Source: an optimization exercise on an open RTL-to-GDS flow (aim: small area). Production flows keep margins and buffers that such runs may drop.
The RTL was checked by simulation tests, not by an equivalence proof against the original design.
No activity file was given, so power comes from the tool's default toggle rates.

===== flow/run.sh =====
#!/bin/bash
# synth_recipe.tcl (not shown) runs the flow's synth.tcl, then flattens the netlist and writes it again
# the make line also repeats each setting of config.mk as NAME=value (left out here)
make -C /OpenROAD-flow-scripts/flow DESIGN_CONFIG=/design/flow/config.mk WORK_HOME=/design/flow/orfs CLKGATE_MAP_FILE= SYNTH_SCRIPT=/design/flow/synth_recipe.tcl finish

===== flow/config.mk =====
export PLATFORM = sky130hd
export DESIGN_NAME = CompUnit
export DESIGN_NICKNAME = CompUnit
export VERILOG_FILES = /design/flow/design.v
export SDC_FILE = /design/flow/constraint.sdc
export NUM_CORES = 4
export LEC_CHECK = 0
export CAP_MARGIN = 20
export CORE_MARGIN = 2
export CORE_UTILIZATION = 40
export SLEW_MARGIN = 20

===== flow/constraint.sdc =====
create_clock -name core_clock -period 10.0 [get_ports {clk}]
set_input_delay 2.0000 -clock core_clock [delete_from_list [all_inputs] [get_ports {clk}]]
set_output_delay 2.0000 -clock core_clock [all_outputs]
set_load 0.01 [all_outputs]

===== flow/design.v =====
module CompUnit #(
    parameter value_width = 16
) (
    input wire clk,
    input wire [2:0] instr,
    input wire [value_width-1:0] A1,
    input wire [value_width-1:0] A2,
    input wire [value_width-1:0] W1,
    input wire [value_width-1:0] W2,
    output reg [value_width-1:0] out1
);
localparam clear = 3'b000; 
localparam mult_acc_A1_W1_A2_W2 = 3'b111;
reg [value_width*2-1:0] _mult_result1;
reg [value_width*2-1:0] _mult_result2;
reg [value_width*2-1:0] _sum_result; 
always @(*) begin
    casex (instr) 
        3'b000: begin
            _mult_result1 = 0;
            _mult_result2 = 0;
        end
        3'b111: begin 
            _mult_result1 = A1 * W1;
            _mult_result2 = A2 * W2;
        end
        3'b110: begin
            _mult_result1 = 0;
            _mult_result2 = A2 * W2; 
        end
        3'b101: begin
            _mult_result1 = {16'b0, W1};
            _mult_result2 = {16'b0, W2};
        end
        default: begin
            _mult_result1 = out1;
            _mult_result2 = 0; 
        end 
    endcase
    _sum_result = _mult_result1 + _mult_result2 + (instr[2]? out1: 0); 
end
always @(posedge clk) begin
    out1 <= _sum_result; 
end
endmodule

==> notes.md <==
GRT Overall Usage 0.2042; Worst-Skew Late Latency 250 ps; Ports 84; # Post-CTS Setup Buffers 0; H-tree Lvls 1; via count 7495; cts hold-fix bufs 0; first-pass GRT wire length about 42000 µm; period utilization 0.9132; number of synthesized flops with an enable pin 0; max-capacitance violation count 0; Worst-Margin Slew 734.3 ps; Hold Crit Class reg -> reg; Worst Skew 3.722 ps; syn_nets 1520; Via density between 4 and 5; unrepaired setup endpoints after global routing false; status complete, no violations; endpoints failing hold 0; Synth Warn # 1; DR WL/cell 16.13 µm; vias in the first global route ~8000; Initial Utilization 0.4039; Cell Area, Synth ~10000 µm²; clk sinks 16; Most flops, register out1; min Tclk post-route 9132 ps; die footprint 25680 µm²; critical path's slowest cell clkdlybuf4s50_1; top_reg_cell synth dfxtp_1; CP Buf/Inv Count 5; TritonCTS Buffers 3; post-synthesis sequential area ratio 0.03280; DR iter-0 viols 307; Worst Path Required a little over 10000 ps; crit end category flip-flop; fmax approximately 110 MHz; die height 160.3 µm; Post-layout nets 1577; FP Rows 57; input/output buffers 83; largest net degree at the start of global routing 26; worst hold start out1[0]; PwrDens 315.7 nW/µm²; hold_ws 705.8 ps; Clock Tree Buf Depth 2; ANT nets after route 0; Startpoint Class input pin; kind of critical path in -> reg; core area 24180 µm²; Root Buffer clkbuf_16; # setup viols final 0; R2R setup slack 6380 ps; Worst-path clk slew 50 ps; Slew Limit Headroom 0.5089; grt ovf 0; Total Wirelength 24910 µm; Slew Viols, Final 0; Power Total 0.003474 W; Crit Path Max Fanout 16; number of flip-flops in the largest register 16; CTS tree done; worst r2r path cells 17; CP top delay family adder cells; Worst Path Arrival just over 9000 ps; Leakage Power 5.415 nW; share of cells above drive strength 1 0.02459; most used cell, CP fa_1; setup total negative slack 0 ps; number of remaining DRC errors 0; reg2reg end out1[15]; post-synthesis async set-or-reset flop share 0; Post-CTS Resized 0; initial antenna violation count 0; Yosys reg bits 16; synthesized instance count about 1200; RePlAce Congestion 0.8607; Max stage delay on crit path 800 ps; Area growth syn-to-layout 12.70%; die width 160.3 µm; FF-to-FF Start out1[0]; Hold Path Depth 2; largest registers out1 x16; First-pass DRT Iterations 4; WHS Endpoint out1[0]; synthesized area per cell 8.390 µm²; hpwl dp 20640 µm; Yosys cell types 56; Max VDD drop 187.5 µV; diode count 0
## kinds of logic (layout without fill, tap and decap cells)
| family | Yosys count | in the layout | share of synthesized area |
|---|---|---|---|
| AND/OR/NAND/NOR | 378 | 378 | 0.1928 |
| adder cells (fa/ha/maj) | 288 | 288 | 0.5043 |
| buffers and inverters | 287 | 343 | 0.1115 |
| AO/OA/AOI/OAI | 94 | 94 | 0.06124 |
| XOR/XNOR | 89 | 89 | 0.08507 |
| flip-flops | 16 | 16 | 0.03280 |
| multiplexers | 12 | 12 | 0.01230 |
## worst max path at each step
| stage | from | endpoint | slack [ps] | cells past startpoint |
|---|---|---|---|---|
| 4_1_cts | W2[1] | out1[15] | 910 | 26 |
| 3_3_place_gp | W2[1] | out1[15] | 730 | 26 |
| 3_5_place_dp | W1[1] | out1[15] | 690 | 28 |
| 6_report | W2[1] | out1[15] | 870 | 26 |
| 5_1_grt | W2[1] | out1[15] | 470 | 26 |
| 2_1_floorplan | A1[5] | out1[15] | 1780 | 28 |
## report_power, final
part,internal (W),switching (W)
Sequential,0.000116,0.0000375
Clock,0.0000608,0.0000273
Combinational,0.00148,0.00175
## final cells by class
| type | count | area (µm²) |
|---|---|---|
| Fill cell | 2390 | 13170 |
| Multi-Input combinational cell | 861 | 8357 |
| Inverter | 245 | 920.9 |
| Timing Repair Buffer | 94 | 913.4 |
| Tap cell | 324 | 405.4 |
| Sequential cell | 16 | 320.3 |
| Clock buffer | 4 | 88.84 |
## worst reg2reg max path, delay by kind of cell, from the launching register on
family,cells,cell delay (ps)
AOI/OAI and AO/OA,9,1560
adders and majority gates,3,900
xor gates and xnor gates,1,410
DFF,1,330
and+or+nand+nor,3,230
buffers and inverters,1,80
## layout by cell type (no fill, tap or decap), drive strengths merged, types with 11 or more instances in the layout
cell / netlist / final
mux2i: 12 / 12
a21oi: 28 / 28
fa: 176 / 176
xor2: 18 / 18
clkdlybuf4s50: 0 / 83
and2: 150 / 150
xnor2: 70 / 70
buf: 4 / 11
nor2: 32 / 32
o21ai: 24 / 24
ha: 112 / 112
dfxtp: 16 / 16
nand2: 164 / 164
inv: 244 / 244
## per-stage QoR
stage	worst slack [ps]	utilization	instance area, µm²	std cells
3_3_place_gp	725.2	0.4515	10920	1540
3_5_place_dp	694.4	0.4515	10920	1540
4_1_cts	908.3	0.4552	11010	1544
6_report	868.0	0.4552	11010	1544
5_1_grt	470.6	0.4552	11010	1544
2_1_floorplan	1781	-	9766	1164
## Yosys cell counts, types with 2 or more instances
master    count  area, µm²
inv_1       244      915.9
fa_1        176       3523
nand2_1     159      596.8
and2_1      148      925.9
ha_1        112       1401
xnor2_1      65      569.3
clkbuf_1     38      142.6
nor2_1       32      120.1
a21oi_1      28      140.1
o21ai_1      20      100.1
xor2_1       18      157.7
dfxtp_1      16      320.3
mux2i_1      12      120.1
nor3_1        7      35.03
nand2b_1      6      37.54
nand3_1       6      30.03
a21o_1        5      37.54
a22oi_1       5      37.54
nor2b_1       5      31.28
xnor2_2       5      81.33
nand2_2       4      25.02
o21bai_1      4      30.03
a211oi_1      3      22.52
o211ai_1      3      22.52
o21ai_0       3      15.01
o41ai_1       3      26.28
a21boi_1      2      15.01
a31oi_1       2      12.51
a32o_1        2      20.02
and2_2        2      15.01
buf_2         2      10.01
buf_4         2      15.01
o31ai_1       2      15.01
## metal layers
layer | track usage | vias up | share of wire | wire [µm]
met2 | 0.3406 | 141 | 0.46 | 11480
met1 | 0.3003 | 3730 | 0.49 | 12290
met3 | 0.01636 | 11 | 0.039 | 975
met5 | 0 | - | 0 | 0
li1 | - | 3613 | - | -
met4 | 0.02252 | 0 | 0.0067 | 167

-- re-timing with driven ports --
Ports are ideal in the flow. The routed layout listed here was re-timed in OpenROAD. Step 1 (the two cells are an assumption about what drives the block):
set clk [get_ports {clk}]
set_driving_cell -lib_cell sky130_fd_sc_hd__clkbuf_16 $clk
set_driving_cell -lib_cell sky130_fd_sc_hd__buf_2 [delete_from_list [all_inputs] $clk]
Step 2, shift: input delay + t, output delay - t, t = (earliest + latest rising clock arrival at the registers) / 2. This alone moves slack from input paths to output paths. Three values: no drivers, after step 1, after step 2; two values: the first two.
t, ns: 0.278
setup WS [ns]: 0.868 / 0.878 / 0.600
worst register clock-pin slew, ns: 0.05 / 0.05
After both steps this run still meets setup and hold. For this run, drivers alone change the setup slack by +0.010 ns; drivers and shift together by -0.268 ns.
